Background: an optimization exercise with open tools, aiming at small area. Do not read the settings as production practice.
Function was checked by simulation only, so behaviour that the tests miss may differ from the original.
Power is estimated from default activity; no workload was simulated.

==> design/flow/design.v <==
`timescale 1ns / 1ps
module clk_manager(
			input clk_i,
			input rst_i,           
			output tick_o,         
			output car_o,          
			output step_o,         
			output clr_o           
    );
	reg [2:0] c8;
	reg [2:0] c5;
	reg [5:0] c63;
	always @(posedge clk_i) begin
		if (rst_i) begin
			c8  <= 3'd0;
			c5  <= 3'b000;
			c63 <= 6'b000001;
		end else begin
			c8  <= {c8[2] ^ (c8[1] & c8[0]), c8[1] ^ c8[0], !c8[0]};
			c5  <= {c5[1], c5[0], !(c5[2] & (c5[1] | c5[0]))};
			c63 <= {c63[4:0], c63[5] ^ c63[4]};
		end
	end
	assign tick_o = !c8[0] &&  c5[1] && !c5[0];             
	assign car_o  =  c8[0] && !c5[2] &&  c5[1];             
	assign step_o = c8[2] && !c8[1] && !c8[0] && (c63 == 6'b000001);
	assign clr_o  = !c5[2] && !c5[0];                       
endmodule
`timescale 1ns / 1ps
module quadenc(
			input clk_in,
			input en_in,
			input rst_in,          
			input a_in,
			input b_in,
			output mv_cw_o,
			output mv_acw_o
    );
	reg a_s, b_s;              
	reg [2:0] a_r, b_r;        
	reg a_v, b_v;              
	reg a_u, b_u;              
	reg [1:0] mv;              
	wire a_same = (a_in == a_s);
	wire b_same = (b_in == b_s);
	wire a_sat = &a_r;
	wire b_sat = &b_r;
	wire a_f = a_r[0] ? (a_r[1] | a_r[2]) : !a_r[2];
	wire b_f = b_r[0] ? (b_r[1] | b_r[2]) : !b_r[2];
	wire [2:0] a_rn = a_same ? {a_r[1:0], a_f} : 3'b110;
	wire [2:0] b_rn = b_same ? {b_r[1:0], b_f} : 3'b110;
	always @(posedge clk_in) begin
		if (rst_in) begin
			a_s <= 1'b0; b_s <= 1'b0;
			a_r <= 3'd7; b_r <= 3'd7;
			a_v <= 1'b0; b_v <= 1'b0;
			a_u <= 1'b0; b_u <= 1'b0;
		end else if (en_in) begin
			a_s <= a_in;
			b_s <= b_in;
			a_r <= a_rn;
			b_r <= b_rn;
			if (a_sat) a_v <= a_s;
			if (b_sat) b_v <= b_s;
			a_u <= a_v;
			b_u <= b_v;
		end
	end
	always @(posedge clk_in) begin
		if (en_in) begin
			mv[1] <= !mv[1] && !mv[0] && (a_u ^ b_u);
			mv[0] <= a_u | ((mv[1] | mv[0]) && b_u);
		end
	end
	assign mv_cw_o  = mv[1] & !mv[0];
	assign mv_acw_o = mv[1] &  mv[0];
endmodule
`timescale 1ns / 1ps
module game_engine(
		input clk_in,
		input rst_in,          
		input step_in,         
		input car_in,          
		input mv_cw_in,
		input mv_acw_in,
		input clr_in,          
		output [127:0] line1_out,
		output [127:0] line2_out
    );
	localparam [127:0] MSG  = "  Game  Over    ";
	localparam [15:0] ENV1 = 16'b0010_0000_0001_0000;  
	localparam [15:0] ENV2 = 16'b0000_0010_0000_0010;  
	reg [3:0] q;               
	reg loaded;                
	reg [1:0] st;              
	wire over = st[1] & st[0];
	wire [3:0] dlo = {q[1] & q[0], q[1] & !q[0], !q[1] & q[0], !q[1] & !q[0]};
	wire [3:0] dhi = {4{!over}} & {q[3] & q[2], q[3] & !q[2], !q[3] & q[2], !q[3] & !q[2]};
	wire [3:0] dhl = {4{loaded}} & dhi;
	wire [15:0] m, ml;         
	genvar j;
	generate
	for (j = 0; j < 16; j = j + 1) begin : dec
		assign m[j]  = dlo[j % 4] & dhi[j / 4];
		assign ml[j] = dlo[j % 4] & dhl[j / 4];
	end
	endgenerate
	wire hit1 = ml[4] | ml[13];
	wire hit2 = ml[1] | ml[9];
	always @(posedge clk_in) begin
		if (rst_in) begin
			q <= 4'd0;
			loaded <= 1'b0;
			st <= 2'd0;
		end else begin
			if (step_in) begin
				q <= {q[3] ^ (q[2] & q[1] & q[0]), q[2] ^ (q[1] & q[0]), q[1] ^ q[0], !q[0]};
				loaded <= loaded | (&q);
			end
			if ((st == 2'd1 && hit1) || (st == 2'd2 && hit2)) st <= 2'd3;
			else if (!over && car_in) begin
				if (mv_acw_in) st <= 2'd2;
				else if (mv_cw_in) st <= 2'd1;
			end
		end
	end
	wire [15:1] ge;
	assign ge[8]  = q[3];
	assign ge[4]  = q[3] | q[2];
	assign ge[12] = q[3] & q[2];
	assign ge[2]  = ge[4] | q[1];
	assign ge[6]  = q[3] | (q[2] & q[1]);
	assign ge[10] = q[3] & (q[2] | q[1]);
	assign ge[14] = ge[12] & q[1];
	assign ge[1]  = ge[2] | q[0];
	assign ge[3]  = ge[4] | (q[1] & q[0]);
	assign ge[5]  = q[3] | (q[2] & (q[1] | q[0]));
	assign ge[7]  = q[3] | (q[2] & q[1] & q[0]);
	assign ge[9]  = q[3] & (q[2] | q[1] | q[0]);
	assign ge[11] = q[3] & (q[2] | (q[1] & q[0]));
	assign ge[13] = ge[12] & (q[1] | q[0]);
	assign ge[15] = ge[14] & q[0];
	genvar i;
	generate
	for (i = 1; i < 16; i = i + 1) begin : pos
		wire g1 = (i > 4  ? m[(20 - i) % 16] : ml[(20 - i) % 16]) |
		          (i > 13 ? m[(29 - i) % 16] : ml[(29 - i) % 16]);
		wire g2 = (i > 1  ? m[(17 - i) % 16] : ml[(17 - i) % 16]) |
		          (i > 9  ? m[(25 - i) % 16] : ml[(25 - i) % 16]);
		wire vis = loaded | ge[16 - i];
		wire b5 = MSG[8*i+5] ? (over | vis) : (!over & vis);
		wire [7:0] msg = MSG[8*i+7:8*i];
		assign line1_out[8*i+7:8*i] = {1'b0, msg[6] & over, b5,
		                               msg[4] ? (over | g1) : g1, msg[3] ? (over | g1) : g1,
		                               msg[2] ? (over | g1) : g1, msg[1] ? (over | g1) : g1,
		                               msg[0] & over};
		assign line2_out[8*i+7:8*i] = {1'b0, msg[6] & over, b5,
		                               msg[4] ? (over | g2) : g2, msg[3] ? (over | g2) : g2,
		                               msg[2] ? (over | g2) : g2, msg[1] ? (over | g2) : g2,
		                               msg[0] & over};
	end
	endgenerate
	assign line1_out[7:0] = clr_in ? 8'h00 : (st == 2'd1) ? "<" : " ";
	assign line2_out[7:0] = clr_in ? 8'h00 : (st == 2'd2) ? "<" : (st == 2'd0) ? 8'h60 : " ";
endmodule
`timescale 1ns / 1ps
module quad_game_top(
			input clk_in,
			input rst_in,
			input a_in,
			input b_in,
			output [127:0] line1_out,
			output [127:0] line2_out
    );
wire enc_tick, car_slot, step, clr;
wire mv_cw, mv_acw;
		clk_manager clkdiv (
				.clk_i(clk_in),
				.rst_i(rst_in),
				.tick_o(enc_tick),
				.car_o(car_slot),
				.step_o(step),
				.clr_o(clr)
				);
		quadenc qenc (
				.clk_in(clk_in),
				.en_in(enc_tick),
				.rst_in(rst_in),
				.a_in(a_in),
				.b_in(b_in),
				.mv_cw_o(mv_cw),
				.mv_acw_o(mv_acw)
		);
game_engine gameEngine(
		.clk_in(clk_in),
		.rst_in(rst_in),
		.step_in(step),
		.car_in(car_slot),
		.mv_cw_in(mv_cw),
		.mv_acw_in(mv_acw),
		.clr_in(clr),
		.line1_out(line1_out),
		.line2_out(line2_out)
    );
endmodule
==> design/flow/flow/run.sh <==
#!/bin/bash
# Own layout flow: the standard synthesis and layout, except that every
# port buffer is a buf_1 and each output port that carries a constant gets
# a buf_1 of its own too, fed from shared tie cells (see const_ports.tcl).
set -euo pipefail
W=$(pwd)
bash standard.sh synth > "$W/synth.log" 2>&1
bash standard.sh SKIP_REPAIR_TIE_FANOUT=1 \
  "PRE_GLOBAL_PLACE_TCL=$W/flow/const_ports.tcl" \
  "BUFFER_PORTS_ARGS=-buffer_cell sky130_fd_sc_hd__buf_1" \
  finish > "$W/layout.log" 2>&1
==> design/flow/flow/const_ports.tcl <==
# PRE_GLOBAL_PLACE hook (tie fanout repair in floorplan is skipped).
# The standard global placement removes synthesis buffers and then gives
# every non-constant port a buffer; ports that carry a constant keep one
# tie cell each there. Here those ports get a buf_1 of their own instead,
# fed from shared tie cells, so that no tie cell is left with only a
# dangling output.
remove_buffers
set db [ord::get_db]
set block [ord::get_db_block]
set buf_master [$db findMaster sky130_fd_sc_hd__buf_1]
set tie_name sky130_fd_sc_hd__conb_1
set n 0
set new_bufs {}
foreach inst [$block getInsts] {
  if { [[$inst getMaster] getName] ne $tie_name } { continue }
  foreach iterm [$inst getITerms] {
    if { ![$iterm isOutputSignal] } { continue }
    set net [$iterm getNet]
    if { $net == "NULL" } { continue }
    foreach bterm [$net getBTerms] {
      if { [$bterm getIoType] ne "OUTPUT" } { continue }
      set buf [odb::dbInst_create $block $buf_master "const_port_buf_$n"]
      set onet [odb::dbNet_create $block "const_port_net_$n"]
      $bterm disconnect
      $bterm connect $onet
      [$buf findITerm A] connect $net
      [$buf findITerm X] connect $onet
      lappend new_bufs $buf
      incr n
    }
  }
}
puts "const_ports: buffered $n constant output ports"
# power and ground pins of the new cells, by the platform's global connection rules
add_global_connection -net {VDD} -inst_pattern {.*} -pin_pattern {^VDD$} -power
add_global_connection -net {VDD} -inst_pattern {.*} -pin_pattern {^VDDPE$}
add_global_connection -net {VDD} -inst_pattern {.*} -pin_pattern {^VDDCE$}
add_global_connection -net {VDD} -inst_pattern {.*} -pin_pattern {VPWR}
add_global_connection -net {VDD} -inst_pattern {.*} -pin_pattern {VPB}
add_global_connection -net {VSS} -inst_pattern {.*} -pin_pattern {^VSS$} -ground
add_global_connection -net {VSS} -inst_pattern {.*} -pin_pattern {^VSSE$}
add_global_connection -net {VSS} -inst_pattern {.*} -pin_pattern {VGND}
add_global_connection -net {VSS} -inst_pattern {.*} -pin_pattern {VNB}
global_connect
# keep them through the buffer removal of global placement
foreach buf $new_bufs { $buf setDoNotTouch 1 }
set lib [get_name [get_property [lindex [get_lib_cell $tie_name] 0] library]]
foreach port {LO HI} {
  repair_tie_fanout -max_fanout 12 $lib/$tie_name/$port
}
==> design/flow/standard.sh <==
#!/bin/bash
# synth_recipe.tcl (not shown) runs the flow's synth.tcl, then flattens the netlist and writes it again
# the make line also repeats each setting of config.mk as NAME=value (left out here)
make -C /OpenROAD-flow-scripts/flow DESIGN_CONFIG=/design/flow/config.mk WORK_HOME=/design/flow/orfs CLKGATE_MAP_FILE= SYNTH_SCRIPT=/design/flow/synth_recipe.tcl "${@:-finish}"
==> design/flow/config.mk <==
export PLATFORM = sky130hd
export DESIGN_NAME = quad_game_top
export DESIGN_NICKNAME = quad_game_top
export VERILOG_FILES = /design/flow/design.v
export SDC_FILE = /design/flow/constraint.sdc
export NUM_CORES = 4
export LEC_CHECK = 0
export CAP_MARGIN = 20
export CORE_MARGIN = 2
export CORE_UTILIZATION = 40
export SLEW_MARGIN = 20
==> design/flow/constraint.sdc <==
create_clock -name core_clock -period 10.0 [get_ports {clk_in}]
set_input_delay 2.0000 -clock core_clock [delete_from_list [all_inputs] [get_ports {clk_in}]]
set_output_delay 2.0000 -clock core_clock [all_outputs]
set_load 0.01 [all_outputs]
==> reports/results.md, run 1 <==
| Metric | This run |
|:---|:---|
| Status | no timing/DRC/antenna violations |
| Chip Height | 100.7 um |
| I/O pin total | 260 |
| Setup violation total in the final timing report | 0 |
| Critical Setup Path Class | reg2out |
| Number of clock sinks | 33 |
| RSZ-0062 raised after global routing | no |
| Worst path arrival time | 2.71 ns |
| Number of antenna violations at the first check in global routing | 0 |
| Count of TritonRoute iterations in the first routing pass | 4 |
| Maximum net fanout on the critical path | 34 |
| Top library cells by usage in the layout, fill and taps aside | buf_1 (258), dfxtp_1 (31), nor2_1 (30) |
| Cell area after technology mapping | 3742 sq um |
| Syn_nets | 510 |
| Number of buffers inserted by post-CTS setup repair | 0 |
| Cell count after synthesis | 498 |
| Yosys warning total | 3 |
| Fraction of layout cells with a size suffix above 1 | 2.353% |
| Actual slew at the worst max-slew pin | 0.9470 ns |
| Total Wirelength | 7.766 mm |
| Fin. max-slew vios | 0 |
| Final Instance Area | 3078 sq um |
| Predominant post-synthesis flop cell | dfxtp_1 |
| Worst EP required | 8.00 ns |
| Total of flip-flops plus latches after synthesis | 33 |
| Capturing element type of the critical path | output pin |
| Post-synthesis area per instance | 7.515 sq um |
| CTS Buf Count | 5 |
| Number of max-cap violations | 0 |
| Clk buf depth | 2 |
| Final clock period utilization by the worst path | 47.08% |
| Antenna diode count | 0 |
| Clock tree skew after final layout | 0.002246 ns |
| Global route overflow | 0 |
| Chip width | 100.7 um |
| Largest voltage drop on the vdd net | 0.06898 mV |
| Placed cell area | 2997 sq um |
| Worst Hold Class | reg2reg |
| Synth-to-layout area growth | -17.75% |
| Number of enable-type register cells in the synthesized netlist | 2 |
| Leakage power summed over all cells | 1.152 nW |
| Number of DRC violations after detailed-routing iteration 0 | 95 |
| Worst setup timing slack at the placement stage | 5.569 ns |
| Power density relative to cell area | 87.74 nW/um^2 |
| Worst slew slack as a fraction of its limit | 35.97% |
| Clock-pin slew on the worst setup and hold paths | 0.07 ns |
| All-layer global routing usage | 13.45% |
| Highest attainable clock frequency | 0.2124 GHz |
| Hold bufs inserted after CTS | 0 |
| Vias/cell | 4.507 |
| Input/output buffers | 190 |
| Global placer's final weighted congestion | 0.7248 |
| Number of nets still failing antenna checks after routing | 0 |
| Final #Nets | 521 |
| Initial cell density of the core | 40.89% |
| Share of synthesized flip-flops with an asynchronous set or reset | 0% |
| Clk Latency, worst-skew pair | 0.29 ns |
| Wire length of the first global-routing pass | 10.65 mm |
| Fin worst setup slack | 5.292 ns |
| Total DRC errors in the routed layout | 0 |
| Post_cts resized | 0 |
| Routed via count | 2,799 |
| Design Power | 0.2701 mW |
| Root cell of the clock tree | clkbuf_8 |
| Row Count | 35 |
| Number of distinct library cell variants in the gate-level netlist after synthesis | 46 |
| Core Footprint | 9153 sq um |
| Most frequent standard cell in the layout excluding fill and tap cells | buf_1 |
| Deepest level of the CTS H-tree | 2 |
| Final-report hold violation count | 0 |
| CTS tree | done |
| Total half-perimeter wirelength after legalization and detailed placement | 5.897 mm |
| Number of global-route vias before repair | 2,111 |
| Register area share after synthesis | 18.19% |
| Summed negative setup slack over all endpoints | 0 ns |
| Final Hold Slack | 0.4456 ns |
| Element type at the critical path start | register |
| Avg WL per Cell | 12.51 um |
| Maximum number of pins on one net before global-route repair | 70 |
| Die Area | 10,150 sq um |
| Final min period | 4.708 ns |
## per-layer routing
| metal | share of wire [%] | global-route usage [%] | routed length, um |
|---|---|---|---|
| met1 | 41 | 16.19 | 3177 |
| met2 | 51 | 24.46 | 3932 |
| met3 | 7.2 | 2.080 | 563 |
| met4 | 1.2 | 4.004 | 93 |
| met5 | 0 | 0 | 0 |
## final timing paths
check	startpoint	slack, ns	to	cells past startpoint
setup / recovery	gameEngine.st[0]	5.29	line1_out[45]	5
hold / removal	clkdiv.c63[4]	0.45	clkdiv.c63[5]	2
setup reg to reg	clkdiv.c8[0]	8.19	qenc.b_r[0]	4
hold reg to reg	clkdiv.c63[4]	0.45	clkdiv.c63[5]	2
## per-stage QoR
step | std cells | utilization, %
2_1_floorplan | 498 | -
3_3_place_gp | 613 | 32.73
3_5_place_dp | 613 | 32.74
4_1_cts | 621 | 33.63
5_1_grt | 621 | 33.63
6_report | 621 | 33.63
## sequential cells by signal, summed over array words and instances (netlist names), 2 cells and up
signal,count
clkdiv.c63,6
gameEngine.q,4
clkdiv.c5,3
clkdiv.c8,3
qenc.a_r,3
qenc.b_r,3
gameEngine.st,2
qenc.mv,2
## where the power goes
part | switching [mW] | internal (mW)
combinational | 0.0240 | 0.0117
sequential | 0.00310 | 0.136
clock | 0.0483 | 0.0468
total | 0.0755 | 0.195
## synth_stat cells (2+ instances only)
library cell | number | share of area (%)
a21o_1 | 4 | 0.80
clkbuf_1 | 10 | 1.0
nand2_1 | 24 | 2.4
nand2b_1 | 2 | 0.33
o22ai_1 | 2 | 0.33
and2_1 | 4 | 0.67
xor2_1 | 2 | 0.47
nor3b_1 | 3 | 0.60
nor2b_1 | 8 | 1.3
or2_2 | 2 | 0.33
edfxtp_1 | 2 | 1.6
dfxtp_1 | 31 | 17
nor2_1 | 30 | 3.0
a22oi_1 | 3 | 0.60
inv_1 | 17 | 1.7
mux2i_1 | 5 | 1.3
o21bai_1 | 6 | 1.2
nor3_1 | 8 | 1.1
nand3_1 | 12 | 1.6
ha_1 | 8 | 2.7
xnor2_1 | 2 | 0.47
o21ai_0 | 26 | 3.5
a21oi_1 | 13 | 1.7
nand4b_1 | 2 | 0.47
buf_4 | 239 | 48
buf_2 | 6 | 0.80
and3_1 | 3 | 0.50
a31oi_1 | 4 | 0.67
or3_1 | 3 | 0.50
## kinds of logic (layout without fill, tap and decap cells)
group           Yosys count  in the layout  synth area share, %
buf+inv                 273            285                51.55
fa+ha+maj                 8              8                2.675
xor+xnor                  4              4               0.9363
flops                    33             33                18.19
compound gates           65             65                10.43
simple gates            109            109                14.78
other cells               1              1               0.1002
mux                       5              5                1.337
## cell type report
type                            instances  area (sq um)
Inverter                               17         63.81
Sequential cell                        33         680.7
Clock buffer                            5         68.82
Tap cell                              111         138.9
Timing Repair Buffer                  191         721.9
Clock inverter                          3         12.51
Buffer                                 69         259.0
Multi-Input combinational cell        192          1132
Fill cell                            1014          6075
## worst max-delay path, cell delays in order, from the launching register on
cell and delay [ns]:
dfxtp_1 0.39, nand2_1 0.51, inv_1 0.56, nor2_1 0.51, o21ai_0 0.26, buf_1 0.18
==> run 2: changes to the inputs <==
==> design/flow/flow/run.sh (replaced) <==
#!/bin/bash
# Own layout flow.
# Synthesis: the standard synthesis script (synth_recipe.tcl), with two
# changes to the combinational mapping only: no adder extraction
# (ADDER_MAP_FILE empty) and an area-oriented ABC script (abc_area.script).
# Registers, their names and their cells are those of the standard synthesis.
# Layout: the standard layout, except that every port buffer is a buf_1
# and each output port that carries a constant gets a buf_1 of its own too,
# fed from shared tie cells (see const_ports.tcl).
set -euo pipefail
W=$(pwd)
{
  head -n 1 synth_recipe.tcl
  cat <<EOT
set ::env(ADDER_MAP_FILE) ""
proc abc {args} {
  set i [lsearch -exact \$args -script]
  if { \$i >= 0 } { lset args [expr {\$i + 1}] $W/flow/abc_area.script }
  yosys abc {*}\$args
}
EOT
  tail -n +2 synth_recipe.tcl
} > "$W/own_synth.tcl"
bash standard.sh "SYNTH_SCRIPT=$W/own_synth.tcl" synth > "$W/synth.log" 2>&1
bash standard.sh SKIP_REPAIR_TIE_FANOUT=1 \
  "PRE_GLOBAL_PLACE_TCL=$W/flow/const_ports.tcl" \
  "BUFFER_PORTS_ARGS=-buffer_cell sky130_fd_sc_hd__buf_1" \
  finish > "$W/layout.log" 2>&1
==> design/flow/flow/abc_area.script (new file) <==
strash
dch -f
amap
topo
dnsize
==> run 2 against run 1 <==
- clock skew up 0.0071 ns
- largest cell class is now non-clock buffers
- highest routed layer unchanged
- flip-flop and latch count unchanged
- area after synthesis down 7.5%
- first-iteration DRC count down 31%
- sequential share of layout area up 1.4 points
- setup slack worse by 0.36 ns
- clock-buffer cell count up 2
==> reports/results.md, run 2 <==
| Metric | This run | Delta |
|:---|:---|:---|
| Worst setup timing slack at the placement stage | 5.194 ns | -0.3748 ns |
| Share of synthesized flip-flops with an asynchronous set or reset | 0% | unchanged |
| Portion of total power attributed to sequential cells | 51.8% | +0.2 points |
| Wire length of the first global-routing pass | 10.29 mm | -3.4% |
| Worst Hold Class | reg2reg |  |
| Number of buffers inserted by post-CTS setup repair | 0 | unchanged |
| Critical path depth | 8 | +3 |
| Yosys warning total | 3 | unchanged |
| Initial cell density of the core | 41.72% | +0.83 points |
| Input/output buffers | 190 | unchanged |
| Element type at the critical path start | register |  |
| Post_cts resized | 0 | unchanged |
| Total Wirelength | 6.897 mm | -11% |
| Area share of the largest cell type after synthesis | 51.61% | +3.7 points |
| Internal Pwr Total | 0.1983 mW | +1.9% |
| Worst slew slack as a fraction of its limit | 41.09% | +5.1 points |
| Avg WL per Cell | 11.50 um | -8.1% |
| All-layer global routing usage | 13.11% | -0.34 points |
| Cell count after synthesis | 463 | -7.0% |
| Met2 usage in global routing | 24.52% | +0.058 points |
| Number of antenna violations at the first check in global routing | 0 | unchanged |
| Largest voltage drop on the vdd net | 0.08702 mV | +26% |
| Setup violation total in the final timing report | 0 | unchanged |
| Clk buf depth | 2 | unchanged |
| Cell-by-cell trace of the critical path | clkinv_1 > nor2_4 > buf_4 > or3_1 > or2_0 > o22ai_1 > or2_0 > buf_1 |  |
| Switching power as a share of total power | 27.18% | -0.76 points |
| Leakage power summed over all cells | 0.9267 nW | -20% |
| Max FFs per register | 6 | unchanged |
| Fin. max-slew vios | 0 | unchanged |
| Filler Cell Count | 919 | -9.4% |
| Power density relative to cell area | 94.23 nW/um^2 | +7.4% |
| Final #Nets | 498 | -4.4% |
| Family with the most delay on the worst path | simple AND/OR/NAND/NOR gates |  |
| I/O pin total | 260 | unchanged |
| Count of TritonRoute iterations in the first routing pass | 4 | unchanged |
| Synth-to-layout area growth | -16.52% |  |
| Total of flip-flops plus latches after synthesis | 33 | unchanged |
| Final-report hold violation count | 0 | unchanged |
| Root cell of the clock tree | clkbuf_8 |  |
| Summed negative setup slack over all endpoints | 0 ns | unchanged |
| Register area share after synthesis | 19.66% | +1.5 points |
| Number of clock sinks | 33 | unchanged |
| Cell area after technology mapping | 3462 sq um | -7.5% |
| Status | no timing/DRC/antenna violations |  |
| Number of max-cap violations | 0 | unchanged |
| GR Layer Usage met1 | 15.40% | -0.79 points |
| Cells on Worst Hold Path | 2 | unchanged |
| Highest attainable clock frequency | 0.1975 GHz | -7.0% |
| Fraction of layout cells with a size suffix above 1 | 2.020% | -0.33 points |
| Vias/cell | 4.378 | -2.9% |
| CTS Buf Count | 5 | unchanged |
| Final Hold Slack | 0.4284 ns | -0.01722 ns |
| Core Footprint | 8299 sq um | -9.3% |
| Leading cell types by total area after synthesis | buf_4 (52%), dfxtp_1 (18%), o22ai_1 (4.7%) |  |
| CP most frequent cell | or2_0 |  |
| Post-synthesis area per instance | 7.477 sq um | -0.50% |
| CTS tree | done |  |
| CP max stage cell | nor2_4 |  |
| Global placer's final weighted congestion | 0.7639 | +5.4% |
| Register with the most flip-flops | clkdiv.c63 |  |
| Maximum net fanout on the critical path | 40 | +18% |
| Number of DRC violations after detailed-routing iteration 0 | 66 | -31% |
| Largest registers ranked by flip-flop count | clkdiv.c63 (6), gameEngine.q (4) |  |
| Clock tree skew after final layout | 0.009342 ns | +0.007096 ns |
| Critical path buffer and inverter count | 3 | +1 |
| Number of enable-type register cells in the synthesized netlist | 2 | unchanged |
| Predominant post-synthesis flop cell | dfxtp_1 |  |
| Worst path arrival time | 3.06 ns | +0.35 ns |
| Top library cells by usage in the layout, fill and taps aside | buf_1 (259), nor2_1 (40), dfxtp_1 (31) |  |
| Net switching power | 0.07403 mW | -1.9% |
| Routed via count | 2,627 | -6.1% |
| Hold Path Origin | clkdiv.c63[0] |  |
| Most frequent cell after synthesis | buf_4 |  |
| Most frequent standard cell in the layout excluding fill and tap cells | buf_1 |  |
| Worst EP required | 8.00 ns | about the same |
| Relative contribution of the clock network to total power | 34.4% | -0.8 points |
| Row Count | 33 | -5.7% |
| Syn_nets | 467 | -8.4% |
| FF-to-FF Start | gameEngine.st[0] |  |
| Fin worst setup slack | 4.936 ns | -0.3563 ns |
| Chip width | 97.04 um | -3.7% |
| Maximum cell stage delay along the critical path | 0.60 ns | +0.04 ns |
| Number of nets still failing antenna checks after routing | 0 | unchanged |
| GR peak layer | met2 |  |
| Dominant cell type by area after synthesis | buf_4 |  |
| Actual slew at the worst max-slew pin | 0.8836 ns | -0.06346 ns |
| Critical Setup Path Class | reg2out |  |
| Endpoint of the worst hold-timing path | clkdiv.c63[1] |  |
| RSZ-0062 raised after global routing | no |  |
| Critical R2R Capture | gameEngine.st[0] |  |
| Number of cells on the worst reg-to-reg path | 10 | +6 |
| Maximum number of pins on one net before global-route repair | 70 | unchanged |
| Global route overflow | 0 | unchanged |
| Number of global-route vias before repair | 2,014 | -4.6% |
| Final min period | 5.064 ns | +0.3563 ns |
| Synth top cells by count | buf_4 (238), nor2_1 (41), dfxtp_1 (31), clkinv_1 (28), o22ai_1 (26) |  |
| Capturing element type of the critical path | output pin |  |
| Design Power | 0.2723 mW | +0.84% |
| Total DRC errors in the routed layout | 0 | unchanged |
| Final clock period utilization by the worst path | 50.64% | +3.6 points |
| Hold bufs inserted after CTS | 0 | unchanged |
| Clock-pin slew on the worst setup and hold paths | 0.06 ns | about the same |
| Reg2reg setup slack | 7.05 ns | -1.14 ns |
| Number of distinct library cell variants in the gate-level netlist after synthesis | 27 | -41% |
| GR met3 Demand/Resource | 2.168% | +0.087 points |
| Antenna diode count | 0 | unchanged |
| Die Area | 9416 sq um | -7.2% |
| Combinational group share of total power | 13.9% | +0.7 points |
| Chip Height | 97.04 um | -3.7% |
| Clk Latency, worst-skew pair | 0.28 ns | about the same |
| Total half-perimeter wirelength after legalization and detailed placement | 5.464 mm | -7.3% |
| Deepest level of the CTS H-tree | 2 | unchanged |
==> run 2: cell types whose count changed after synthesis, sizes merged, moves of 6 or more <==
| cell | change |
|---|---|
| clkinv | +28 |
| o22ai | +24 |
| inv | -17 |
| nand2 | -15 |
| or2 | +14 |
| nor2 | +11 |
| clkbuf | -10 |
| o21ai | -10 |
| buf | -8 |
| ha | -8 |
| nand3 | -7 |
| o21bai | -6 |
==> run 2: power groups by stage <==
| stage | logic [mW] | registers [mW] | clock network, mW |
|---|---|---|---|
| after CTS | 0.0371 | 0.141 | 0.0965 |
| after global placement | 0.0366 | 0.144 | 0 |
| after floorplan | 0.0441 | 0.143 | 0 |
| final | 0.0377 | 0.141 | 0.0936 |
| after global routing | 0.0422 | 0.142 | 0.104 |
| after detailed placement | 0.0370 | 0.144 | 0 |
==> run 2: stage by stage <==
step	util, %	std cells	area (sq um)
finish	34.83	600	2890
global route	34.83	600	2890
CTS	34.83	600	2890
detailed placement	33.85	592	2809
global placement	33.85	592	2809
floorplan	-	463	3462
==> run 2: cell families after synthesis <==
group / share of synthesized area (%)
buffers and inverters: 54.64
AND/OR/NAND/NOR: 12.58
AO/OA/AOI/OAI: 13.01
flip-flops: 19.66
other: 0.1083
==> run 2: final cells by class <==
type	instances	area (sq um)	area share, %
multi-input combinational	164	897.1	31.04
inverter	28	105.1	3.636
tap	105	131.4	4.545
buffer	69	259.0	8.961
clock inverter	1	5.005	0.1732
timing repair buffer	193	735.7	25.45
clock buffer	7	76.32	2.641
sequential	33	680.7	23.55
==> run 2: how the worst max path moves through the flow <==
| stage | start | end | slack (ns) |
|---|---|---|---|
| finish | gameEngine.st[0] | line1_out[49] | 4.94 |
| global route | gameEngine.st[0] | line1_out[49] | 4.62 |
| CTS | gameEngine.st[0] | line1_out[49] | 4.89 |
| detailed placement | gameEngine.st[0] | line1_out[49] | 5.19 |
| global placement | gameEngine.st[0] | line1_out[49] | 5.35 |
| floorplan | gameEngine.st[0] | line1_out[50] | 4.60 |
==> run 2: worst reg2reg max path, stage by stage (launching register included) <==
cell and delay, ns:
dfxtp_1 0.39, clkinv_1 0.18, nor2_4 0.60, buf_4 0.33, or3_1 0.26, or2_0 0.45, o32ai_1 0.16, nand3_1 0.11
o31ai_1 0.09, nor3_1 0.19, nor2_1 0.05
==> run 2: per-layer routing <==
metal | share of wire (%) | up-vias | wire length (um)
met5 | 0 | - | 0
met4 | 0.70 | 0 | 48
met3 | 6.7 | 6 | 463
met2 | 53 | 112 | 3656
met1 | 40 | 1147 | 2728
li1 | - | 1362 | -
==> run 3: changes to the inputs <==
--- a/design/flow/flow/run.sh
+++ b/design/flow/flow/run.sh
@@ -27,2 +27,3 @@
   "BUFFER_PORTS_ARGS=-buffer_cell sky130_fd_sc_hd__buf_1" \
+  "CTS_ARGS=-sink_clustering_enable -buf_list sky130_fd_sc_hd__clkbuf_4 -root_buf sky130_fd_sc_hd__clkbuf_4 -dont_use_dummy_load -repair_clock_nets" \
   finish > "$W/layout.log" 2>&1
==> run 3 against run 2 <==
- clock skew increased by 0.016 ns
- die area unchanged
- flip-flop and latch count unchanged
- synthesized cell count unchanged
- largest power group unchanged
==> reports/results.md, run 3 <==
| Metric | This run | Delta |
|:---|:---|:---|
| Status | no timing/DRC/antenna violations |  |
| Reg2reg setup slack | 7.07 ns | +0.02 ns |
| All-layer global routing usage | 13.03% | -0.074 points |
| Antenna diode count | 0 | unchanged |
| Leakage power summed over all cells | 0.9075 nW | -2.1% |
| Core Footprint | 8299 sq um | unchanged |
| CTS Buf Count | 5 | unchanged |
| Setup violation total in the final timing report | 0 | unchanged |
| RSZ-0062 raised after global routing | no |  |
| Inst Count DP | 592 | unchanged |
| Global route overflow | 0 | unchanged |
| Root cell of the clock tree | clkbuf_4 |  |
| Clk Latency, worst-skew pair | 0.33 ns | +0.05 ns |
| Number of DRC violations after detailed-routing iteration 0 | 69 | +4.5% |
| Critical Setup Path Class | reg2out |  |
| Area share of the largest cell type after synthesis | 51.61% | unchanged |
| Die Area | 9416 sq um | unchanged |
| Clk buf depth | 2 | unchanged |
| FF-to-FF Start | gameEngine.st[0] |  |
| Row Count | 33 | unchanged |
| Input/output buffers | 190 | unchanged |
| Routed length on met3 | 487 um | +5.2% |
| Number of antenna violations at the first check in global routing | 0 | unchanged |
| Final clock period utilization by the worst path | 50.77% | +0.13 points |
| Cell area after technology mapping | 3462 sq um | unchanged |
| Fin. max-slew vios | 0 | unchanged |
| Capturing element type of the critical path | output pin |  |
| Number of max-cap violations | 0 | unchanged |
| CP max stage cell | nor2_4 |  |
| Power density relative to cell area | 84.63 nW/um^2 | -10% |
| Final min period | 5.077 ns | +0.01284 ns |
| Family with the most delay on the worst path | simple AND/OR/NAND/NOR gates |  |
| Critical path buffer and inverter count | 3 | unchanged |
| Register with the most flip-flops | clkdiv.c63 |  |
| Worst Hold Class | reg2reg |  |
| Share of synthesized flip-flops with an asynchronous set or reset | 0% | unchanged |
| Number of distinct library cell variants in the gate-level netlist after synthesis | 27 | unchanged |
| Clock-pin slew on the worst setup and hold paths | 0.09 ns | +0.03 ns |
| Highest attainable clock frequency | 0.1970 GHz | -0.25% |
| Synth top cells by count | buf_4 (238), nor2_1 (41), dfxtp_1 (31), clkinv_1 (28), o22ai_1 (26) |  |
| Total DRC errors in the routed layout | 0 | unchanged |
| Syn_nets | 467 | unchanged |
| Chip width | 97.04 um | unchanged |
| Register area share after synthesis | 19.66% | unchanged |
| Maximum cell stage delay along the critical path | 0.60 ns | about the same |
| Number of enable-type register cells in the synthesized netlist | 2 | unchanged |
| Cells on Worst Hold Path | 2 | unchanged |
| Wire length of the first global-routing pass | 10.25 mm | -0.40% |
| Global placer's final weighted congestion | 0.7639 | unchanged |
| Max FFs per register | 6 | unchanged |
| CTS tree | done |  |
| Most frequent cell after synthesis | buf_4 |  |
| Hold Path Origin | clkdiv.c63[0] |  |
| Synth-to-layout area growth | -17.78% |  |
| Endpoint of the worst hold-timing path | clkdiv.c63[1] |  |
| Routed met2 length | 3.666 mm | +0.27% |
| Worst path arrival time | 3.08 ns | +0.02 ns |
| Avg WL per Cell | 11.57 um | +0.63% |
| Chip Height | 97.04 um | unchanged |
| Critical R2R Capture | gameEngine.st[0] |  |
| Clock tree skew after final layout | 0.02517 ns | +0.01583 ns |
| Number of buffers inserted by post-CTS setup repair | 0 | unchanged |
| Actual slew at the worst max-slew pin | 0.8628 ns | -0.02082 ns |
| Fraction of layout cells with a size suffix above 1 | 1.829% | -0.19 points |
| Largest voltage drop on the vdd net | 0.07100 mV | -18% |
| Largest registers ranked by flip-flop count | clkdiv.c63 (6), gameEngine.q (4) |  |
| Hold bufs inserted after CTS | 0 | unchanged |
| Number of cells on the worst reg-to-reg path | 10 | unchanged |
| Initial cell density of the core | 41.72% | unchanged |
| Vias/cell | 4.414 | +0.81% |
| Final #Nets | 498 | unchanged |
| Number of clock sinks | 33 | unchanged |
| Top layer reached by signal wires | met4 |  |
| Cell count after synthesis | 463 | unchanged |
| Maximum net fanout on the critical path | 40 | unchanged |
| Number of global-route vias before repair | 2,030 | +0.79% |
| Total half-perimeter wirelength after legalization and detailed placement | 5.464 mm | unchanged |
| M1 WL | 2.701 mm | -0.99% |
| CP most frequent cell | or2_0 |  |
| Dominant cell type by area after synthesis | buf_4 |  |
| Cell-by-cell trace of the critical path | clkinv_1 > nor2_4 > buf_4 > or3_1 > or2_0 > o22ai_1 > or2_0 > buf_1 |  |
| Routed via count | 2,635 | +0.30% |
| Element type at the critical path start | register |  |
| Number of nets still failing antenna checks after routing | 0 | unchanged |
| Total of flip-flops plus latches after synthesis | 33 | unchanged |
| Fin cells | 597 | -0.50% |
| Total Wirelength | 6.906 mm | +0.13% |
| Worst slew slack as a fraction of its limit | 42.48% | +1.4 points |
| Final-report hold violation count | 0 | unchanged |
| Worst EP required | 8.00 ns | about the same |
| Deepest level of the CTS H-tree | 2 | unchanged |
| Filler Cell Count | 924 | +0.54% |
| Post_cts resized | 0 | unchanged |
| Predominant post-synthesis flop cell | dfxtp_1 |  |
| Summed negative setup slack over all endpoints | 0 ns | unchanged |
| Top library cells by usage in the layout, fill and taps aside | buf_1 (259), nor2_1 (40), dfxtp_1 (31) |  |
| Maximum number of pins on one net before global-route repair | 70 | unchanged |
| Leading cell types by total area after synthesis | buf_4 (52%), dfxtp_1 (18%), o22ai_1 (4.7%) |  |
| I/O pin total | 260 | unchanged |
| Post-synthesis area per instance | 7.477 sq um | unchanged |
| Yosys warning total | 3 | unchanged |
| Most frequent standard cell in the layout excluding fill and tap cells | buf_1 |  |
| Count of TritonRoute iterations in the first routing pass | 4 | unchanged |
-- run 3: per-stage QoR --
step           hold WS [ns]  instance area (sq um)  power (mW)  worst slack (ns)  util (%)
2_1_floorplan        0.4016                   3462      0.1874             4.603         -
3_3_place_gp         0.4199                   2809      0.1804             5.353     33.85
3_5_place_dp         0.4219                   2809      0.1809             5.194     33.85
4_1_cts              0.4366                   2846      0.2428             4.850     34.30
5_1_grt              0.4639                   2846      0.2551             4.578     34.30
6_report             0.4303                   2846      0.2409             4.923     34.30
-- run 3: kinds of logic (layout without fill, tap and decap cells) --
group	after synthesis	count (layout)	synth area share (%)
buf+inv	266	295	54.64
simple gates	93	93	12.58
compound gates	70	70	13.01
flops	33	33	19.66
other cells	1	1	0.1083
-- run 3: power breakdown --
part	internal [mW]	total [mW]	switching, mW
sequential	0.138	0.141	0.00311
combinational	0.0117	0.0377	0.0260
clock	0.0234	0.0624	0.0389
total	0.173	0.241	0.0680
-- run 3: worst max-delay path by stage --
stage,startpoint,to,cells after the start,slack [ns]
6_report,gameEngine.st[0],line1_out[49],8,4.92
2_1_floorplan,gameEngine.st[0],line1_out[50],7,4.60
3_3_place_gp,gameEngine.st[0],line1_out[49],8,5.35
4_1_cts,gameEngine.st[0],line1_out[49],8,4.85
5_1_grt,gameEngine.st[0],line1_out[49],8,4.58
3_5_place_dp,gameEngine.st[0],line1_out[49],8,5.19
-- run 3: tightest hold or removal path, cell delays in order, from the launching register on --
cell      delay [ns]
dfxtp_1         0.31
clkinv_1        0.05
nor2_1          0.04
-- run 3: layout make-up --
class | instances | area, sq um | area share [%]
inverter | 28 | 105.1 | 3.692
buffer | 69 | 259.0 | 9.099
multi-input combinational | 164 | 897.1 | 31.52
tap | 105 | 131.4 | 4.615
timing repair buffer | 193 | 735.7 | 25.85
clock buffer | 5 | 37.54 | 1.319
sequential | 33 | 680.7 | 23.91
-- run 3: metal layers --
metal | up-vias | GRT usage (%)
met3 | 6 | 2.601
met2 | 121 | 24.68
met4 | 0 | 2.384
li1 | 1358 | -
met1 | 1150 | 15.19
met5 | - | 0
==> run 4: changes to the inputs <==
--- a/design/flow/design.v
+++ b/design/flow/design.v
@@ -97,3 +97,3 @@
 	wire [3:0] dlo = {q[1] & q[0], q[1] & !q[0], !q[1] & q[0], !q[1] & !q[0]};
-	wire [3:0] dhi = {4{!over}} & {q[3] & q[2], q[3] & !q[2], !q[3] & q[2], !q[3] & !q[2]};
+	wire [3:0] dhi = {q[3] & q[2], q[3] & !q[2], !q[3] & q[2], !q[3] & !q[2]};
 	wire [3:0] dhl = {4{loaded}} & dhi;
@@ -109,13 +109,17 @@
 	wire hit2 = ml[1] | ml[9];
-	always @(posedge clk_in) begin
-		if (rst_in) begin
+	wire hit = (st == 2'd1 && hit1) || (st == 2'd2 && hit2);
+	always @(posedge clk_in) begin
+		if (rst_in || hit) begin
 			q <= 4'd0;
 			loaded <= 1'b0;
+		end else if (step_in && !over) begin
+			q <= {q[3] ^ (q[2] & q[1] & q[0]), q[2] ^ (q[1] & q[0]), q[1] ^ q[0], !q[0]};
+			loaded <= loaded | (&q);
+		end
+	end
+	always @(posedge clk_in) begin
+		if (rst_in) begin
 			st <= 2'd0;
 		end else begin
-			if (step_in) begin
-				q <= {q[3] ^ (q[2] & q[1] & q[0]), q[2] ^ (q[1] & q[0]), q[1] ^ q[0], !q[0]};
-				loaded <= loaded | (&q);
-			end
-			if ((st == 2'd1 && hit1) || (st == 2'd2 && hit2)) st <= 2'd3;
+			if (hit) st <= 2'd3;
 			else if (!over && car_in) begin
@@ -150,3 +154,3 @@
 		wire vis = loaded | ge[16 - i];
-		wire b5 = MSG[8*i+5] ? (over | vis) : (!over & vis);
+		wire b5 = MSG[8*i+5] ? (over | vis) : vis;
 		wire [7:0] msg = MSG[8*i+7:8*i];
==> run 4 against run 3 <==
- still clean on timing, DRC and antenna
- first-iteration DRC count did not move
- clock-buffer cell count unchanged
- power is 0.36% higher
- register-to-register slack better by 0.37 ns
- cell count rose by 0.84%
- non-clock buffer count shrank 1
- critical path depth is 1 lower
==> reports/results.md, run 4 <==
| Metric | This run | Delta |
|:---|:---|:---|
| Post_cts resized | 0 | unchanged |
| Final min period | 4.677 ns | -0.3995 ns |
| Summed negative setup slack over all endpoints | 0 ns | unchanged |
| RSZ-0062 raised after global routing | no |  |
| Leading cell types by total area after synthesis | buf_4 (52%), dfxtp_1 (18%), nor2_1 (6.0%) |  |
| Maximum net fanout on the critical path | 7 | -83% |
| Number of nets still failing antenna checks after routing | 0 | unchanged |
| All-layer global routing usage | 14.49% | +1.5 points |
| Worst EP required | 8.00 ns | about the same |
| Chip width | 96.72 um | -0.33% |
| Yosys warning total | 3 | unchanged |
| Most frequent standard cell in the layout excluding fill and tap cells | buf_1 |  |
| Most frequent cell after synthesis | buf_4 |  |
| Number of global-route vias before repair | 2,060 | +1.5% |
| Family with the most delay on the worst path | buffers and inverters |  |
| Area taken by flip-flops and latches | 680.7 sq um | unchanged |
| Number of max-cap violations | 0 | unchanged |
| Area share of the largest cell type after synthesis | 51.97% | +0.36 points |
| Avg WL per Cell | 12.41 um | +7.3% |
| Actual slew at the worst max-slew pin | 0.8044 ns | -0.05840 ns |
| Cell area after technology mapping | 3438 sq um | -0.69% |
| Number of antenna violations at the first check in global routing | 0 | unchanged |
| Maximum cell stage delay along the critical path | 0.49 ns | -0.11 ns |
| Post-layout utilization of the core | 34.03% | -0.27 points |
| Chip Height | 96.72 um | -0.33% |
| Filler Cell Count | 954 | +3.2% |
| Input/output buffers | 190 | unchanged |
| Power density relative to cell area | 86.03 nW/um^2 | +1.7% |
| Clk Latency, worst-skew pair | 0.35 ns | +0.02 ns |
| Worst Hold Class | reg2reg |  |
| Multiplexer share of the synthesized area | 0% | unchanged |
| Routed via count | 2,719 | +3.2% |
| Clock-pin slew on the worst setup and hold paths | 0.08 ns | about the same |
| Compound-Gate Fraction of Synth Area | 11.21% | -1.8 points |
| Post-synthesis area per instance | 7.331 sq um | -2.0% |
| Capturing element type of the critical path | output pin |  |
| Leakage power summed over all cells | 0.8943 nW | -1.5% |
| Fin worst setup slack | 5.323 ns | +0.3995 ns |
| Final clock period utilization by the worst path | 46.77% | -4.0 points |
| Number of distinct library cell variants in the gate-level netlist after synthesis | 26 | -3.7% |
| Top library cells by usage in the layout, fill and taps aside | buf_1 (259), nor2_1 (54), clkinv_1 (37) |  |
| Xor/xnor share of the synthesized area | 0% | unchanged |
| Clk buf depth | 2 | unchanged |
| Root cell of the clock tree | clkbuf_4 |  |
| Worst setup timing slack at the placement stage | 5.592 ns | +0.3976 ns |
| Cell-by-cell trace of the critical path | clkinv_1 > nor2_1 > clkinv_1 > nor2_1 > clkinv_1 > o22ai_1 > buf_1 |  |
| Fraction of layout cells with a size suffix above 1 | 1.610% | -0.22 points |
| Cells on Worst Hold Path | 2 | unchanged |
| Number of clock sinks | 33 | unchanged |
| Total Wirelength | 7.470 mm | +8.2% |
| Wire length of the first global-routing pass | 11.09 mm | +8.2% |
| Final-report hold violation count | 0 | unchanged |
| Total DRC errors in the routed layout | 0 | unchanged |
| Hold bufs inserted after CTS | 0 | unchanged |
| Total half-perimeter wirelength after legalization and detailed placement | 6.111 mm | +12% |
| Share of synthesized cell area in and, or, nand and nor gates | 12.88% | +0.31 points |
| Row Count | 33 | unchanged |
| Final Instance Area | 2810 sq um | -1.3% |
| Largest voltage drop on the vdd net | 0.05237 mV | -26% |
| Critical Setup Path Class | reg2out |  |
| Clock tree skew after final layout | 0.03577 ns | +0.01059 ns |
| Maximum number of pins on one net before global-route repair | 70 | unchanged |
| Element type at the critical path start | register |  |
| Die Area | 9354 sq um | -0.66% |
| Register with the most flip-flops | clkdiv.c63 |  |
| CTS tree | done |  |
| Synth Area in Adders | 0% | unchanged |
| Highest attainable clock frequency | 0.2138 GHz | +8.5% |
| Setup violation total in the final timing report | 0 | unchanged |
| Placed cell area | 2773 sq um | -1.3% |
| Number of enable-type register cells in the synthesized netlist | 2 | unchanged |
| Largest family of logic cells by synthesized area | buffers and inverters |  |
| Max FFs per register | 6 | unchanged |
| CP most frequent cell | clkinv_1 |  |
| Vias/cell | 4.517 | +2.3% |
| Syn_nets | 473 | +1.3% |
| Count of TritonRoute iterations in the first routing pass | 4 | unchanged |
| CTS Buf Count | 5 | unchanged |
| Dominant cell type by area after synthesis | buf_4 |  |
| I/O pin total | 260 | unchanged |
| Global placer's final weighted congestion | 0.8365 | +9.5% |
| Worst path arrival time | 2.68 ns | -0.40 ns |
| Largest registers ranked by flip-flop count | clkdiv.c63 (6), gameEngine.q (4) |  |
| Final #Nets | 503 | +1.0% |
| Number of cells on the worst reg-to-reg path | 8 | -2 |
| Global route overflow | 0 | unchanged |
| Critical path buffer and inverter count | 4 | +1 |
| Predominant post-synthesis flop cell | dfxtp_1 |  |
| Critical path depth | 7 | -1 |
| Register area share after synthesis | 19.80% | +0.14 points |
| Number of DRC violations after detailed-routing iteration 0 | 69 | unchanged |
| Synth-to-layout area growth | -18.27% |  |
| CP max stage cell | o22ai_1 |  |
| Footprint of the multi-input gates | 834.6 sq um | -7.0% |
| Antenna diode count | 0 | unchanged |
| Total of flip-flops plus latches after synthesis | 33 | unchanged |
| Worst slew slack as a fraction of its limit | 46.18% | +3.7 points |
| Core Footprint | 8258 sq um | -0.50% |
| Fin. max-slew vios | 0 | unchanged |
| Share of synthesized flip-flops with an asynchronous set or reset | 0% | unchanged |
| Number of buffers inserted by post-CTS setup repair | 0 | unchanged |
| Cell count after synthesis | 469 | +1.3% |
| Synth top cells by count | buf_4 (238), nor2_1 (55), clkinv_1 (37), dfxtp_1 (31), o22ai_1 (18) |  |
| Status | no timing/DRC/antenna violations |  |
| Deepest level of the CTS H-tree | 2 | unchanged |
| Initial cell density of the core | 41.64% | -0.079 points |
-- run 4: changes by cell type after synthesis, moves of 2 or more --
cell / delta
or2_0: -7
nor4_1: +2
clkinv_1: +9
o22ai_1: -8
nor2_1: +14
or3_1: -2
-- run 4: kinds of logic (layout without fill, tap and decap cells) --
logic type             after synthesis  count (layout)
DFF                                 33              33
AOI/OAI and AO/OA                   60              60
buffers and inverters              275             303
and+or+nand+nor                    100             100
other                                1               1
-- run 4: path summary, 6_finish.rpt --
kind | start | end | slack [ns]
min | clkdiv.c63[3] | clkdiv.c63[4] | 0.42
min reg2reg | clkdiv.c63[3] | clkdiv.c63[4] | 0.42
max | gameEngine.q[1] | line1_out[74] | 5.32
max reg2reg | gameEngine.q[3] | gameEngine.q[0] | 7.44
-- run 4: final cells by class --
class	instances	share of cell area (%)
multi-input combinational	161	29.70
timing repair buffer	192	25.91
sequential	33	24.22
buffer	69	9.216
inverter	37	4.942
tap	105	4.675
clock buffer	5	1.336
-- run 4: per-layer routing --
layer | track usage (%) | wire (um) | vias up
met4 | 2.709 | 48 | 0
met1 | 17.74 | 3002 | 1206
met2 | 26.55 | 3786 | 160
met3 | 2.673 | 632 | 5
met5 | 0 | 0 | -
li1 | - | - | 1348
-- run 4: report_power, final --
part           internal (mW)  total, mW  leakage (nW)  switching, mW
registers              0.138      0.141         0.272        0.00321
logic                 0.0116     0.0372         0.599         0.0256
clock network         0.0235     0.0637        0.0230         0.0402
-- run 4: worst reg2reg max path: stages (launching register included) --
cell and delay, ns:
dfxtp_1 0.45, clkinv_1 0.47, nor2_1 0.30, clkinv_1 0.21, o32ai_1 0.39, nand3_1 0.12, o31ai_1 0.13, or2_0 0.30
a211oi_1 0.08
-- run 4: stage by stage --
step | hold slack, ns | cells | total power [mW]
2_1_floorplan | 0.4011 | 469 | 0.1869
3_3_place_gp | 0.4150 | 597 | 0.1796
3_5_place_dp | 0.4137 | 597 | 0.1804
4_1_cts | 0.4258 | 602 | 0.2439
5_1_grt | 0.4524 | 602 | 0.2546
6_report | 0.4207 | 602 | 0.2418
==> run 5: changes to the inputs <==
--- a/design/flow/design.v
+++ b/design/flow/design.v
@@ -92,6 +92,9 @@
 	localparam [15:0] ENV2 = 16'b0000_0010_0000_0010;  
-	reg [3:0] q;               
+	reg [3:0] qs;              
+	localparam [3:0] QPOL = 4'd6;
+	wire [3:0] q = qs ^ QPOL;
 	reg loaded;                
 	reg [1:0] st;              
-	wire over = st[1] & st[0];
+	localparam [1:0] S_INIT = 2'd1, S_L1 = 2'd3, S_L2 = 2'd2, S_OVER = 2'd0;
+	wire over = (st == S_OVER);
 	wire [3:0] dlo = {q[1] & q[0], q[1] & !q[0], !q[1] & q[0], !q[1] & !q[0]};
@@ -109,9 +112,9 @@
 	wire hit2 = ml[1] | ml[9];
-	wire hit = (st == 2'd1 && hit1) || (st == 2'd2 && hit2);
+	wire hit = (st == S_L1 && hit1) || (st == S_L2 && hit2);
 	always @(posedge clk_in) begin
 		if (rst_in || hit) begin
-			q <= 4'd0;
+			qs <= QPOL;
 			loaded <= 1'b0;
 		end else if (step_in && !over) begin
-			q <= {q[3] ^ (q[2] & q[1] & q[0]), q[2] ^ (q[1] & q[0]), q[1] ^ q[0], !q[0]};
+			qs <= {q[3] ^ (q[2] & q[1] & q[0]), q[2] ^ (q[1] & q[0]), q[1] ^ q[0], !q[0]} ^ QPOL;
 			loaded <= loaded | (&q);
@@ -121,8 +124,8 @@
 		if (rst_in) begin
-			st <= 2'd0;
+			st <= S_INIT;
 		end else begin
-			if (hit) st <= 2'd3;
+			if (hit) st <= S_OVER;
 			else if (!over && car_in) begin
-				if (mv_acw_in) st <= 2'd2;
-				else if (mv_cw_in) st <= 2'd1;
+				if (mv_acw_in) st <= S_L2;
+				else if (mv_cw_in) st <= S_L1;
 			end
@@ -166,4 +169,4 @@
 	endgenerate
-	assign line1_out[7:0] = clr_in ? 8'h00 : (st == 2'd1) ? "<" : " ";
-	assign line2_out[7:0] = clr_in ? 8'h00 : (st == 2'd2) ? "<" : (st == 2'd0) ? 8'h60 : " ";
+	assign line1_out[7:0] = clr_in ? 8'h00 : (st == S_L1) ? "<" : " ";
+	assign line2_out[7:0] = clr_in ? 8'h00 : (st == S_L2) ? "<" : (st == S_INIT) ? 8'h60 : " ";
 endmodule
==> run 5 against run 4 <==
- still clean on timing, DRC and antenna
- global-route usage up 0.58 points
- combinational power grew 120%
- non-clock buffer count did not move
- critical endpoint is now line1_out[67]
- largest power group unchanged
==> reports/results.md, run 5 <==
| Metric | This run | Delta |
|:---|:---|:---|
| Status | no timing/DRC/antenna violations |  |
| All-layer global routing usage | 15.07% | +0.58 points |
| Setup violation total in the final timing report | 0 | unchanged |
| Portion of total power attributed to sequential cells | 49.5% | -8.8 points |
| Synth Area in Adders | 0% | unchanged |
| Worst Hold Class | reg2reg |  |
| Wire length of the first global-routing pass | 10.72 mm | -3.3% |
| Chip Height | 96.36 um | -0.37% |
| Maximum net fanout on the critical path | 9 | +2 |
| Global placer's final weighted congestion | 0.8654 | +3.5% |
| Cell area after technology mapping | 3412 sq um | -0.76% |
| Compound-Gate Fraction of Synth Area | 11.88% | +0.67 points |
| Internal Pwr Total | 0.1855 mW | +7.4% |
| Largest family of logic cells by synthesized area | buffers and inverters |  |
| Max FFs per register | 6 | unchanged |
| Syn_nets | 466 | -1.5% |
| Footprint of the multi-input gates | 819.5 sq um | -1.8% |
| Clk buf depth | 2 | unchanged |
| Largest voltage drop on the vdd net | 0.07374 mV | +41% |
| Number of max-cap violations | 0 | unchanged |
| Combinational group share of total power | 28.5% | +13 points |
| Number of distinct library cell variants in the gate-level netlist after synthesis | 25 | -3.8% |
| Final #Nets | 496 | -1.4% |
| Clock tree skew after final layout | 0.02346 ns | -0.01231 ns |
| Cell count after synthesis | 462 | -1.5% |
| CTS tree | done |  |
| Leading cell types by total area after synthesis | buf_4 (52%), dfxtp_1 (18%), nor2_1 (4.5%) |  |
| Synth-to-layout area growth | -18.41% |  |
| Capturing element type of the critical path | output pin |  |
| Number of antenna violations at the first check in global routing | 0 | unchanged |
| Synth top cells by count | buf_4 (238), nor2_1 (41), clkinv_1 (34), dfxtp_1 (31), o21ai_0 (21) |  |
| Clock-pin slew on the worst setup and hold paths | 0.10 ns | +0.02 ns |
| Root cell of the clock tree | clkbuf_4 |  |
| Worst EP required | 8.00 ns | about the same |
| Top library cells by usage in the layout, fill and taps aside | buf_1 (259), nor2_1 (40), clkinv_1 (34) |  |
| Dominant cell type by area after synthesis | buf_4 |  |
| Most frequent cell after synthesis | buf_4 |  |
| Register with the most flip-flops | clkdiv.c63 |  |
| Core Footprint | 8258 sq um | unchanged |
| Die Area | 9285 sq um | -0.73% |
| Fraction of layout cells with a size suffix above 1 | 1.633% | +0.023 points |
| Fin. max-slew vios | 0 | unchanged |
| Number of global-route vias before repair | 2,051 | -0.44% |
| Row Count | 33 | unchanged |
| Highest attainable clock frequency | 0.2138 GHz | about the same |
| Hold bufs inserted after CTS | 0 | unchanged |
| Actual slew at the worst max-slew pin | 0.8209 ns | +0.01654 ns |
| Switching power as a share of total power | 35.18% | +6.6 points |
| Worst path arrival time | 2.68 ns | about the same |
| Most frequent standard cell in the layout excluding fill and tap cells | buf_1 |  |
| Deepest level of the CTS H-tree | 2 | unchanged |
| Maximum number of pins on one net before global-route repair | 70 | unchanged |
| Clk Latency, worst-skew pair | 0.33 ns | -0.02 ns |
| Worst slew slack as a fraction of its limit | 45.07% | -1.1 points |
| Critical Setup Path Class | reg2out |  |
| Summed negative setup slack over all endpoints | 0 ns | unchanged |
| Yosys warning total | 3 | unchanged |
| Total DRC errors in the routed layout | 0 | unchanged |
| Post-synthesis area per instance | 7.385 sq um | +0.74% |
| Chip width | 96.36 um | -0.37% |
| Share of synthesized cell area in and, or, nand and nor gates | 11.95% | -0.93 points |
| Hold Path Origin | clkdiv.c63[0] |  |
| Vias/cell | 4.513 | about the same |
| Final Hold Slack | 0.4302 ns | +0.009542 ns |
| Number of nets still failing antenna checks after routing | 0 | unchanged |
| Avg WL per Cell | 12.76 um | +2.8% |
| Total Wirelength | 7.591 mm | +1.6% |
| Multiplexer share of the synthesized area | 0% | unchanged |
| Total half-perimeter wirelength after legalization and detailed placement | 6.142 mm | +0.51% |
| Power density relative to cell area | 102.8 nW/um^2 | +19% |
| Fin worst setup slack | 5.323 ns | +0.0006000 ns |
| I/O pin total | 260 | unchanged |
| Predominant post-synthesis flop cell | dfxtp_1 |  |
| Routed via count | 2,685 | -1.3% |
| Design Power | 0.2862 mW | +18% |
| Number of enable-type register cells in the synthesized netlist | 2 | unchanged |
| Final clock period utilization by the worst path | 46.77% | about the same |
| RSZ-0062 raised after global routing | no |  |
| Element type at the critical path start | register |  |
| Leakage power summed over all cells | 0.8979 nW | +0.41% |
| Count of TritonRoute iterations in the first routing pass | 4 | unchanged |
| FF-to-FF Start | gameEngine.qs[3] |  |
| Net switching power | 0.1007 mW | +46% |
| Share of synthesized flip-flops with an asynchronous set or reset | 0% | unchanged |
| Largest registers ranked by flip-flop count | clkdiv.c63 (6), gameEngine.qs (4) |  |
| Register area share after synthesis | 19.95% | +0.15 points |
| Antenna diode count | 0 | unchanged |
| Global route overflow | 0 | unchanged |
| Input/output buffers | 190 | unchanged |
| Number of DRC violations after detailed-routing iteration 0 | 78 | +13% |
| CTS Buf Count | 5 | unchanged |
| Relative contribution of the clock network to total power | 22.0% | -4.3 points |
| Worst setup timing slack at the placement stage | 5.665 ns | +0.07276 ns |
| Post_cts resized | 0 | unchanged |
| Final-report hold violation count | 0 | unchanged |
| Initial cell density of the core | 41.32% | -0.32 points |
| Area taken by flip-flops and latches | 680.7 sq um | unchanged |
| Number of buffers inserted by post-CTS setup repair | 0 | unchanged |
| Final min period | 4.677 ns | -0.0006000 ns |
| Total of flip-flops plus latches after synthesis | 33 | unchanged |
| Number of clock sinks | 33 | unchanged |
| Source of the critical timing path | gameEngine.qs[1] |  |
| Xor/xnor share of the synthesized area | 0% | unchanged |
| Area share of the largest cell type after synthesis | 52.37% | +0.40 points |
| Filler Cell Count | 939 | -1.6% |
-- run 5: cell count changes after synthesis, moves of 2 or more --
| cell | change |
|---|---|
| nand2_1 | +10 |
| nor3_1 | -2 |
| nor2b_1 | +2 |
| o32ai_1 | -2 |
| clkinv_1 | -3 |
| a21oi_1 | +3 |
| o22ai_1 | -5 |
| nor2_1 | -14 |
| nor4_1 | -2 |
| o21ai_0 | +5 |
-- run 5: cell type report --
cell class                 instances  area share (%)
multi-input combinational        157           29.44
timing repair buffer             192           26.16
inverter                          34           4.584
tap                              105           4.719
buffer                            69           9.303
sequential                        33           24.45
clock buffer                       5           1.348
-- run 5: power by group through the flow --
| stage | clock network (mW) | registers (mW) | logic (mW) |
|---|---|---|---|
| final | 0.0629 | 0.142 | 0.0816 |
| after global routing | 0.0720 | 0.142 | 0.0912 |
| after CTS | 0.0669 | 0.142 | 0.0816 |
| after detailed placement | 0 | 0.145 | 0.0814 |
| after global placement | 0 | 0.144 | 0.0812 |
| after floorplan | 0 | 0.144 | 0.0966 |
-- run 5: worst max-delay path, cell delays in order (launching register included) --
cell,delay (ns)
dfxtp_1,0.44
clkinv_1,0.16
nor2_1,0.35
clkinv_1,0.40
nor2_1,0.33
clkinv_1,0.18
o22ai_1,0.30
buf_1,0.19
-- run 5: logic make-up (layout without fill, tap and decap cells) --
kind of cell,Yosys count,count (layout)
compound gates,64,64
buf+inv,272,300
flops,33,33
other cells,1,1
simple gates,92,92
-- run 5: worst paths after layout --
check	to	slack [ns]	depth (start not counted)
max	line1_out[67]	5.32	7
min	clkdiv.c63[1]	0.43	2
max reg2reg	gameEngine.qs[0]	7.32	7
min reg2reg	clkdiv.c63[1]	0.43	2
-- run 5: routing by layer --
metal  track usage [%]  vias to the layer above  routed length (um)
li1                  -                     1322                   -
met1             18.09                     1207                3006
met2             27.89                      149                3911
met5                 0                        -                   0
met3             2.428                        7                 617
met4             3.521                        0                  55
-- run 5: stage by stage --
stage | area (sq um) | utilization (%) | cells
detailed placement | 2746 | 33.26 | 590
CTS | 2784 | 33.71 | 595
global route | 2784 | 33.71 | 595
finish | 2784 | 33.71 | 595
floorplan | 3412 | - | 462
global placement | 2746 | 33.26 | 590
==> run 6: changes to the inputs <==
--- a/design/flow/design.v
+++ b/design/flow/design.v
@@ -9,14 +9,19 @@
     );
-	reg [2:0] c8;
-	reg [2:0] c5;
-	reg [5:0] c63;
+	localparam [2:0] P8 = 3'd0, P5 = 3'd0;
+	localparam [5:0] P63 = 6'd54;
+	reg [2:0] c8s;
+	reg [2:0] c5s;
+	reg [5:0] c63s;
+	wire [2:0] c8 = c8s ^ P8;
+	wire [2:0] c5 = c5s ^ P5;
+	wire [5:0] c63 = c63s ^ P63;
 	always @(posedge clk_i) begin
 		if (rst_i) begin
-			c8  <= 3'd0;
-			c5  <= 3'b000;
-			c63 <= 6'b000001;
+			c8s  <= 3'd0 ^ P8;
+			c5s  <= 3'b000 ^ P5;
+			c63s <= 6'b000001 ^ P63;
 		end else begin
-			c8  <= {c8[2] ^ (c8[1] & c8[0]), c8[1] ^ c8[0], !c8[0]};
-			c5  <= {c5[1], c5[0], !(c5[2] & (c5[1] | c5[0]))};
-			c63 <= {c63[4:0], c63[5] ^ c63[4]};
+			c8s  <= {c8[2] ^ (c8[1] & c8[0]), c8[1] ^ c8[0], !c8[0]} ^ P8;
+			c5s  <= {c5[1], c5[0], !(c5[2] & (c5[1] | c5[0]))} ^ P5;
+			c63s <= {c63[4:0], c63[5] ^ c63[4]} ^ P63;
 		end
==> run 6 against run 5 <==
- clock skew fell by 0.0084 ns
- core utilization is essentially flat
- flip-flop and latch count is the same
- via count is 3.4% lower
- fmax rose by 4.8%
- cell count shrank 0.34%
- worst hold slack got worse by 0.054 ns
- clock-buffer cell count stayed put
- critical path type unchanged
- critical endpoint is now line1_out[105]
- largest cell class unchanged
==> reports/results.md, run 6 <==
| Metric | This run | Delta |
|:---|:---|:---|
| Dominant cell type by area after synthesis | buf_4 |  |
| Number of distinct library cell variants in the gate-level netlist after synthesis | 26 | +4.0% |
| Reg2reg setup slack | 7.34 ns | +0.02 ns |
| Total Wirelength | 7.101 mm | -6.5% |
| Maximum net fanout on the critical path | 8 | -1 |
| Chip width | 96.17 um | -0.20% |
| Number of clock sinks | 33 | unchanged |
| Number of DRC violations after detailed-routing iteration 0 | 71 | -9.0% |
| Final-report hold violation count | 0 | unchanged |
| Final clock period utilization by the worst path | 44.63% | -2.1 points |
| Final Instance Area | 2770 sq um | -0.49% |
| Syn_nets | 464 | -0.43% |
| Placed cell area | 2733 sq um | -0.50% |
| Antenna diode count | 0 | unchanged |
| M1 WL | 2.762 mm | -8.1% |
| Critical Setup Path Class | reg2out |  |
| Most frequent standard cell in the layout excluding fill and tap cells | buf_1 |  |
| Predominant post-synthesis flop cell | dfxtp_1 |  |
| Share of synthesized flip-flops with an asynchronous set or reset | 0% | unchanged |
| CP max stage cell | dfxtp_1 |  |
| Worst slew slack as a fraction of its limit | 50.32% | +5.3 points |
| Hold bufs inserted after CTS | 0 | unchanged |
| Vias/cell | 4.376 | -3.0% |
| CTS tree | done |  |
| Cell-by-cell trace of the critical path | clkinv_1 > nor2_1 > clkinv_1 > nor2_1 > clkinv_1 > o22ai_1 > or2_0 > buf_1 |  |
| Avg WL per Cell | 11.97 um | -6.1% |
| Power density relative to cell area | 102.3 nW/um^2 | -0.48% |
| Register with the most flip-flops | clkdiv.c63s |  |
| Post_cts resized | 0 | unchanged |
| Leakage power summed over all cells | 0.8888 nW | -1.0% |
| Number of global-route vias before repair | 1,850 | -9.8% |
| Clk Latency, worst-skew pair | 0.32 ns | about the same |
| Largest voltage drop on the vdd net | 0.06575 mV | -11% |
| Clock tree skew after final layout | 0.01501 ns | -0.008450 ns |
| Area share of the largest cell type after synthesis | 52.58% | +0.21 points |
| Actual slew at the worst max-slew pin | 0.7424 ns | -0.07848 ns |
| Largest registers ranked by flip-flop count | clkdiv.c63s (6), gameEngine.qs (4) |  |
| Wire length of the first global-routing pass | 9.425 mm | -12% |
| Capturing element type of the critical path | output pin |  |
| Number of antenna violations at the first check in global routing | 0 | unchanged |
| Leading cell types by total area after synthesis | buf_4 (53%), dfxtp_1 (18%), nor2_1 (4.4%) |  |
| Root cell of the clock tree | clkbuf_4 |  |
| Worst Hold Class | reg2reg |  |
| Status | no timing/DRC/antenna violations |  |
| Core Footprint | 8217 sq um | -0.50% |
| RSZ-0062 raised after global routing | no |  |
| All-layer global routing usage | 13.17% | -1.9 points |
| CTS Buf Count | 5 | unchanged |
| Max FFs per register | 6 | unchanged |
| Post-layout utilization of the core | 33.71% | about the same |
| Deepest level of the CTS H-tree | 2 | unchanged |
| Final Hold Slack | 0.3760 ns | -0.05425 ns |
| Top library cells by usage in the layout, fill and taps aside | buf_1 (259), nor2_1 (39), clkinv_1 (32) |  |
| Count of TritonRoute iterations in the first routing pass | 4 | unchanged |
| Cell area after technology mapping | 3398 sq um | -0.40% |
| Final min period | 4.463 ns | -0.2139 ns |
| Worst EP required | 8.00 ns | about the same |
| Setup violation total in the final timing report | 0 | unchanged |
| Summed negative setup slack over all endpoints | 0 ns | unchanged |
| Chip Height | 96.17 um | -0.20% |
| Row Count | 33 | unchanged |
| Total of flip-flops plus latches after synthesis | 33 | unchanged |
| Final #Nets | 494 | -0.40% |
| Number of buffers inserted by post-CTS setup repair | 0 | unchanged |
| Synth top cells by count | buf_4 (238), nor2_1 (40), clkinv_1 (32), dfxtp_1 (31) |  |
| Worst path arrival time | 2.46 ns | -0.22 ns |
| Clk buf depth | 2 | unchanged |
| Routed via count | 2,595 | -3.4% |
| Fin. max-slew vios | 0 | unchanged |
| Initial cell density of the core | 41.36% | about the same |
| Total half-perimeter wirelength after legalization and detailed placement | 5.878 mm | -4.3% |
-- run 6: final cells by class --
class                      instances  area, sq um
buffer                            69        259.0
clock buffer                       5        37.54
fill                             907         5446
inverter                          32        120.1
multi-input combinational        157        813.3
sequential                        33        680.7
tap                              105        131.4
timing repair buffer             192        728.2
-- run 6: kinds of logic (layout without fill, tap and decap cells) --
group / count (synthesis) / in the layout / synth area share, %
and+or+nand+nor: 91 / 91 / 11.71
buffers and inverters: 270 / 298 / 56.11
DFF: 33 / 33 / 20.03
other: 1 / 1 / 0.1104
AOI/OAI and AO/OA: 65 / 65 / 12.04
-- run 6: worst max-delay path: cells and delay by family (launching register included) --
family / cells / cell delay (ns)
buffers and inverters: 4 / 0.84
AND/OR/NAND/NOR: 3 / 0.66
AO/OA/AOI/OAI: 1 / 0.27
flip-flops: 1 / 0.39
-- run 6: metrics by stage --
| step | power, mW | std cells | setup WS, ns |
|---|---|---|---|
| 6_report | 0.2834 | 593 | 5.537 |
| 2_1_floorplan | 0.2399 | 460 | 5.403 |
| 3_3_place_gp | 0.2242 | 588 | 6.047 |
| 5_1_grt | 0.3037 | 593 | 5.209 |
| 3_5_place_dp | 0.2245 | 588 | 5.938 |
| 4_1_cts | 0.2862 | 593 | 5.572 |
-- run 6: power by group --
part / internal, mW / switching (mW)
Clock: 0.0235 / 0.0383
Combinational: 0.0238 / 0.0564
Sequential: 0.138 / 0.00360
-- run 6: metal layers --
layer | up-vias | track usage, %
li1 | 1320 | -
met5 | - | 0
met2 | 127 | 25.00
met1 | 1146 | 15.61
met3 | 2 | 2.114
met4 | 0 | 2.143
-- run 6: path summary, 6_finish.rpt --
kind                                        from          endpoint  depth (start not counted)
worst min-delay path              clkdiv.c63s[3]    clkdiv.c63s[4]                          1
worst max register to register  gameEngine.qs[3]  gameEngine.qs[3]                          7
worst min register to register    clkdiv.c63s[3]    clkdiv.c63s[4]                          1
worst max-delay path            gameEngine.qs[0]    line1_out[105]                          8

Re-timed with assumed drivers on the ports (clkbuf_16 on the clock, buf_2 on other inputs), run 6 has 5.517 ns of setup slack against 5.537 ns with ideal ports, and 5.847 ns once port delays also move by the mid clock arrival of 0.330 ns.
